From an optimization exercise on the open Yosys and OpenROAD flow, aimed at small area and a short achievable clock period; shortcuts taken in it are not production practice.
No functional check of the RTL was part of this run.
Power and IR drop assume default switching activity.

==> flow/design.v <==
module FpAlign (
    input  [31:0] iA,
    input  [31:0] iB,
    output        oLs,
    output [7:0]  oLe,
    output [22:0] oLf,
    output [24:0] oSal,      
    output        oSticky,   
    output        oSub,
    output        oNear      
);
    wire a_larger = iA[30:0] > iB[30:0];
    wire [7:0]  a_e = iA[30:23];
    wire [7:0]  b_e = iB[30:23];
    wire [7:0]  d_ab = a_e - b_e;
    wire [7:0]  d_ba = b_e - a_e;
    wire [7:0]  d = a_larger ? d_ab : d_ba;
    wire [31:0] l = a_larger ? iA : iB;
    wire [22:0] s_f = a_larger ? iB[22:0] : iA[22:0];
    wire [7:0]  s_e = a_larger ? b_e : a_e;
    assign oLs  = l[31];
    assign oLe  = l[30:23];
    assign oLf  = l[22:0];
    assign oSub = iA[31] ^ iB[31];
    assign oNear = oSub && (d[7:1] == 7'b0);
    wire   sez = (a_e == 8'b0) || (b_e == 8'b0);
    wire [24:0] x = {1'b1, s_f, 1'b0};
    assign oSal = (sez || d[7:5] != 3'b0) ? 25'b0 : (x >> d[4:0]);
    wire [22:0] mask;
    genvar i;
    generate
        for (i = 0; i < 23; i = i + 1) begin : g_mask
            assign mask[i] = (d >= i + 2);
        end
    endgenerate
    assign oSticky = !sez && (d <= 8'd47) && ((d >= 8'd25) || |(s_f & mask));
endmodule
module FpNorm (
    input         iV,
    input         iLs,
    input  [7:0]  iLe,
    input  [22:0] iLf,
    input  [24:0] iSal,
    input         iSticky,
    input         iSub,
    input         iNear,
    output [31:0] oSum
);
    wire [25:0] x   = {2'b01, iLf, 1'b0};
    wire [25:0] y   = {1'b0, iSal};
    wire [25:0] pre = x + (y ^ {26{iSub}}) + (iSub & ~iSticky);
    wire [25:0] kill = ~x & y;
    wire [25:0] f    = (x ^ y) & ~{kill[24:0], 1'b0};
    reg  [4:0]  lza;
    integer k;
    always @* begin
        lza = 5'd0;
        for (k = 0; k < 26; k = k + 1)
            if (f[k]) lza = 25 - k;
    end
    wire [4:0]  p  = iNear ? lza : {4'b0, iSub};
    wire [25:0] n1 = p[4] ? {pre[9:0], 16'b0} : pre;
    wire [25:0] n2 = p[3] ? {n1[17:0], 8'b0} : n1;
    wire [25:0] n3 = p[2] ? {n2[21:0], 4'b0} : n2;
    wire [25:0] n4 = p[1] ? {n3[23:0], 2'b0} : n3;
    wire [25:0] n5 = p[0] ? {n4[24:0], 1'b0} : n4;
    wire        c  = ~n5[25];
    wire [22:0] frac = c ? n5[23:1] : n5[24:2];
    wire [7:0]  ep = iLe + 8'd1 - {3'b0, p};
    wire [7:0]  e  = c ? ep - 8'd1 : ep;
    wire [25:0] top;
    genvar i;
    generate
        for (i = 0; i < 26; i = i + 1) begin : g_top
            assign top[25 - i] = ({1'b0, iLe[6:0]} + 8'd2 > i);
        end
    endgenerate
    wire underflow = iLe[7] && ((pre & top) == 26'b0);
    wire zero      = (pre == 26'b0);
    assign oSum = (!iV || iLe == 8'b0) ? 32'b0 :
                  (underflow || zero)  ? 32'b0 :
                  {iLs, e, frac};
endmodule
`timescale 1ns/10ps
module fp_adder_synth (data, value, row, clk, rst);
    output [31:0] data;
    input  [31:0] value;
    input  [31:0] row;
    input         clk;
    input         rst;
    wire        l_s;
    wire [7:0]  l_e;
    wire [22:0] l_f;
    wire [24:0] s_al;
    wire        s_sticky;
    wire        op_sub;
    wire        op_near;
    FpAlign AL (.iA(value), .iB(row), .oLs(l_s), .oLe(l_e), .oLf(l_f),
                .oSal(s_al), .oSticky(s_sticky), .oSub(op_sub), .oNear(op_near));
    reg         r_v;
    reg         r_ls;
    reg  [7:0]  r_le;
    reg  [22:0] r_lf;
    reg  [24:0] r_sal;
    reg         r_sticky;
    reg         r_sub;
    reg         r_near;
    always @(posedge clk) begin
        r_v      <= rst;
        r_ls     <= l_s;
        r_le     <= l_e;
        r_lf     <= l_f;
        r_sal    <= s_al;
        r_sticky <= s_sticky;
        r_sub    <= op_sub;
        r_near   <= op_near;
    end
    wire [31:0] sum;
    FpNorm NM (.iV(r_v), .iLs(r_ls), .iLe(r_le), .iLf(r_lf), .iSal(r_sal),
               .iSticky(r_sticky), .iSub(r_sub), .iNear(r_near), .oSum(sum));
    reg [31:0] data;
    always @(posedge clk) begin
        if (!rst)
            data <= 32'b0;
        else
            data <= sum;
    end
endmodule
==> flow/flow/run.sh <==
#!/bin/bash
# Standard synthesis and layout; the port buffers use plain buffers instead
# of the default delay cells, and timing repair aims for more setup slack.
set -euo pipefail
bash standard.sh BUFFER_PORTS_ARGS="-buffer_cell sky130_fd_sc_hd__buf_1" SETUP_SLACK_MARGIN=7 finish > standard.log 2>&1
==> flow/standard.sh <==
#!/bin/bash
# synth_recipe.tcl (not shown) runs the flow's synth.tcl, then flattens the netlist and writes it again
# the make line also repeats each setting of config.mk as NAME=value (left out here)
make -C /OpenROAD-flow-scripts/flow DESIGN_CONFIG=/design/flow/config.mk WORK_HOME=/design/flow/orfs CLKGATE_MAP_FILE= SYNTH_SCRIPT=/design/flow/synth_recipe.tcl "${@:-finish}"
==> flow/config.mk <==
export PLATFORM = sky130hd
export DESIGN_NAME = fp_adder_synth
export DESIGN_NICKNAME = fp_adder_synth
export VERILOG_FILES = /design/flow/design.v
export SDC_FILE = /design/flow/constraint.sdc
export NUM_CORES = 4
export LEC_CHECK = 0
export ABC_AREA = 1
export CAP_MARGIN = 20
export CORE_MARGIN = 2
export CORE_UTILIZATION = 40
export SLEW_MARGIN = 20
==> flow/constraint.sdc <==
create_clock -name core_clock -period 12.5 [get_ports {clk}]
set_input_delay 2.5000 -clock core_clock [delete_from_list [all_inputs] [get_ports {clk}]]
set_output_delay 2.5000 -clock core_clock [all_outputs]
set_load 0.01 [all_outputs]
==> results.py <==
metrics = {
    "finish": {
        "layout.cells.non_filler": 2232,
        "fin_nets": 2059,
        "final_cell_mix": "nand2_1, inv_1, nor2_1",
        "num_antenna_cells": 0,
        "final_layout_size_suffix_gt1_share_pct": 7.62,
        "area.growth.synth_to_final_pct": 10.8,
        "final_common_cell": "nand2_1",
        "fin_util_pct": 45.0,
    },
    "logic_synthesis": {
        "avgSynthCellArea_um2": 6.03,
        "synth_seq_area_share_pct": 17.1,
        "syn_nets": 1983,
        "netlist_area_um2": 10900,
        "yosysTopAreaCell": "nand2_1",
        "netlist.area_leader.share_pct": 18.0,
        "synth_cells": 1810,
        "synth_area_leaders": "nand2_1, dfxtp_1, ha_1",
        "yosys_warnings": 2,
        "ys_ff_latch": 93,
        "ys_types": 61,
    },
    "timing": {
        "fmax_mhz": 184,
        "final_hold_viol_count": 0,
        "relSlewSlack_pct": 34.8,
        "rsz0062_at_grt": "yes",
        "slew_violations": 0,
        "worst-slew-pin-transition_ps": 977,
        "tns_ps": 0,
        "skew_ps": 13.9,
        "min_period_ps": 5440,
        "setup-violations-final": 0,
        "min_period_over_period_pct": 43.6,
    },
    "setup_path": {
        "cp_slowest_cell": "fa_1",
        "max_stage_delay_ps": 430,
        "startpoint_type": "primary input",
        "cpMostUsedCell": "nand2_1",
        "critPathRequiredTime_ps": 12740,
        "arrival_ps": 5690,
        "path_buf_inv": 3,
        "critPathMaxFanout": 15,
        "path_class": "primary input to register",
        "path_cells": "buf_1 -> inv_1 -> ha_1 -> fa_1 -> nand2_1 -> nand2_1 -> nand2_1 -> o211ai_1 -> a21oi_2 -> nand2_4 -> buf_12 -> nand2_8 -> o21ai_1 -> or2_2 -> o21ai_1 -> o21ai_1 -> nand2_1 -> nand2_1 -> nand2_1 -> nor2_1",
        "critical_path.top_delay_family": "simple AND/OR/NAND/NOR gates",
        "critPathCaptureType": "register",
    },
    "routing": {
        "drt-wirelength-per-cell_um": 15.9,
        "dr.pass1.iters": 5,
        "antenna_left": 0,
        "num_vias": 11792,
        "vias_per_cell": 5.28,
        "wl_mm": 35.5,
        "drc": 0,
        "drt_iter0_drc": 875,
    },
    "global_routing": {
        "antenna_found_initial": 0,
        "gr-total-overflow": 0,
        "grtUsageTotal_pct": 24.5,
        "grt_pass1_wl_mm": 56.1,
        "grt_start_max_net_pins": 58,
        "grt_pass1_vias": 10951,
    },
    "die": {
        "fp-row-count": 60,
        "dieHeight_um": 169,
        "dieArea_um2": 28600,
        "pin_count": 98,
        "initial_core_util_pct": 40.6,
        "core_um2": 26900,
        "die_w_um": 169,
    },
    "placed_design": {
        "dpl.hpwl_mm": 27.9,
        "io_buffers": 97,
        "gp_congestion": 0.970,
        "place_inst": 2183,
    },
    "run_status": {
        "outcome": "complete, no violations",
    },
    "clock_tree": {
        "clk_path_buf_depth": 2,
        "numCtsBuffers": 9,
        "clk_pin_slew_ps": 70,
        "cts_hold_buf": 0,
        "clock_latency_ps": 360,
        "cts_root_buf": "clkbuf_16",
        "h-tree-depth": 3,
        "cts_tree": "done",
        "cts.sinks": 93,
    },
    "pwr": {
        "powerDensity_nw_per_um2": 159,
        "ir_worst_vdd_uv": 83.3,
        "cellLeakagePower_nw": 6.15,
    },
    "job": {
        "cap_violations": 0,
    },
    "worst_hold_path": {
        "hold_path.class": "register to register",
    },
}
==> Yosys cell counts, drive strengths merged <==
library cell / n
clkbuf: 19
nor2: 189
nand2: 541
ha: 103
o311ai: 1
o21bai: 5
and2: 1
nand4: 14
o21a: 1
buf: 48
nor4: 9
nor4b: 1
mux2: 1
a32o: 2
o22ai: 1
xnor2: 10
o211a: 1
o211ai: 13
nand3: 115
o2111ai: 1
fa: 4
a2111oi: 1
or2: 9
xor2: 59
o21ai: 173
inv: 225
o221ai: 3
nand3b: 4
a21boi: 5
dfxtp: 93
nor3b: 2
a31oi: 10
a221oi: 1
a211oi: 6
a21o: 6
a21oi: 109
clkinv: 1
nor3: 22
a22oi: 1
==> state kept, by name, summed over array words and instances (netlist names) <==
name,flops
data,32
r_sal,25
r_lf,23
r_le,8
r_ls,1
r_near,1
r_sticky,1
r_sub,1
r_v,1
==> power by group <==
group | total, mW | leakage (nW) | switching [mW] | internal, mW
combinational | 1.28 | 5.25 | 0.860 | 0.422
clock | 0.273 | 0.136 | 0.134 | 0.139
sequential | 0.369 | 0.769 | 0.0278 | 0.341
==> worst paths after layout <==
path | start | end | slack, ps | cells past startpoint
max | row[23] | r_sal[1] | 7060 | 20
min reg2reg | r_ls | data[31] | 420 | 2
max reg2reg | r_sal[3] | data[29] | 7400 | 18
min | r_ls | data[31] | 420 | 2
==> area by class of cell <==
| cell class | count | area, um^2 |
|---|---|---|
| Clock buffer | 10 | 229 |
| Clock inverter | 6 | 53.8 |
| Fill cell | 2926 | 14800 |
| Inverter | 226 | 860 |
| Multi-Input combinational cell | 1430 | 8060 |
| Sequential cell | 93 | 1860 |
| Tap cell | 341 | 427 |
| Timing Repair Buffer | 124 | 594 |
| Timing Repair inverter | 2 | 15.0 |
==> cell families (layout without fill, tap and decap cells) <==
kind of cell | after synthesis | in the layout | share of synthesized area, %
AO/OA/AOI/OAI | 340 | 340 | 17.7
XOR/XNOR | 69 | 69 | 5.54
adder cells (fa/ha/maj) | 107 | 107 | 12.5
buffers and inverters | 293 | 368 | 11.5
flip-flops | 93 | 93 | 17.1
multiplexers | 1 | 1 | 0.103
AND/OR/NAND/NOR | 907 | 913 | 35.5
==> layer usage <==
| layer | wire length (um) | global-route usage (%) | up-vias | part of all wire (%) |
|---|---|---|---|---|
| met5 | 0 | 0 | - | 0 |
| met4 | 1210 | 8.62 | 0 | 3.4 |
| met3 | 2220 | 3.03 | 74 | 6.3 |
| met2 | 15800 | 40.1 | 410 | 45 |
| met1 | 16300 | 33.3 | 5282 | 46 |
| li1 | - | - | 6026 | - |
==> tightest hold or removal path, cell delays in order, from the launching register on <==
cell,delay [ps]
dfxtp_1,300
inv_1,40
nor2_1,30
==> timing repair <==
item,4_1_cts,5_1_grt
buffers inserted,6,19
endpoints found under the setup margin,27,28
gates resized for setup,15,39
gates cloned,4,4
pin swaps,1,8
==> metrics by stage <==
stage / hold slack, ps / total power, mW / setup WS (ps) / cell area, um^2
2_1_floorplan: 394 / 1.30 / 7620 / 10900
3_3_place_gp: 402 / 1.58 / 5690 / 11300
3_5_place_dp: 407 / 1.57 / 5640 / 11300
4_1_cts: 420 / 1.87 / 6960 / 11700
5_1_grt: 459 / 2.12 / 6880 / 12100
6_report: 415 / 1.92 / 7060 / 12100

==> what the ideal ports hide <==
Ports are ideal in the flow. The routed layout listed here was re-timed in OpenROAD.
Step 1 (the two cells are an assumption about what drives the block):
set clk [get_ports {clk}]
set_driving_cell -lib_cell sky130_fd_sc_hd__clkbuf_16 $clk
set_driving_cell -lib_cell sky130_fd_sc_hd__buf_2 [delete_from_list [all_inputs] $clk]
Step 2 also shifts input and output timing later by t, the mid clock arrival at the registers, as if the neighbouring blocks saw the same clock.
Three values: ideal, step 1, step 2; two values: the first two.
t, ns: 0.399
setup WS [ns]: 7.056 / 7.081 / 6.682
worst data-port slew with drivers (ns): 0.06
pins driven straight from the clock port: 1
After both steps this run still meets setup and hold. For this run, drivers alone change the setup slack by +0.025 ns; drivers and shift together by -0.374 ns.
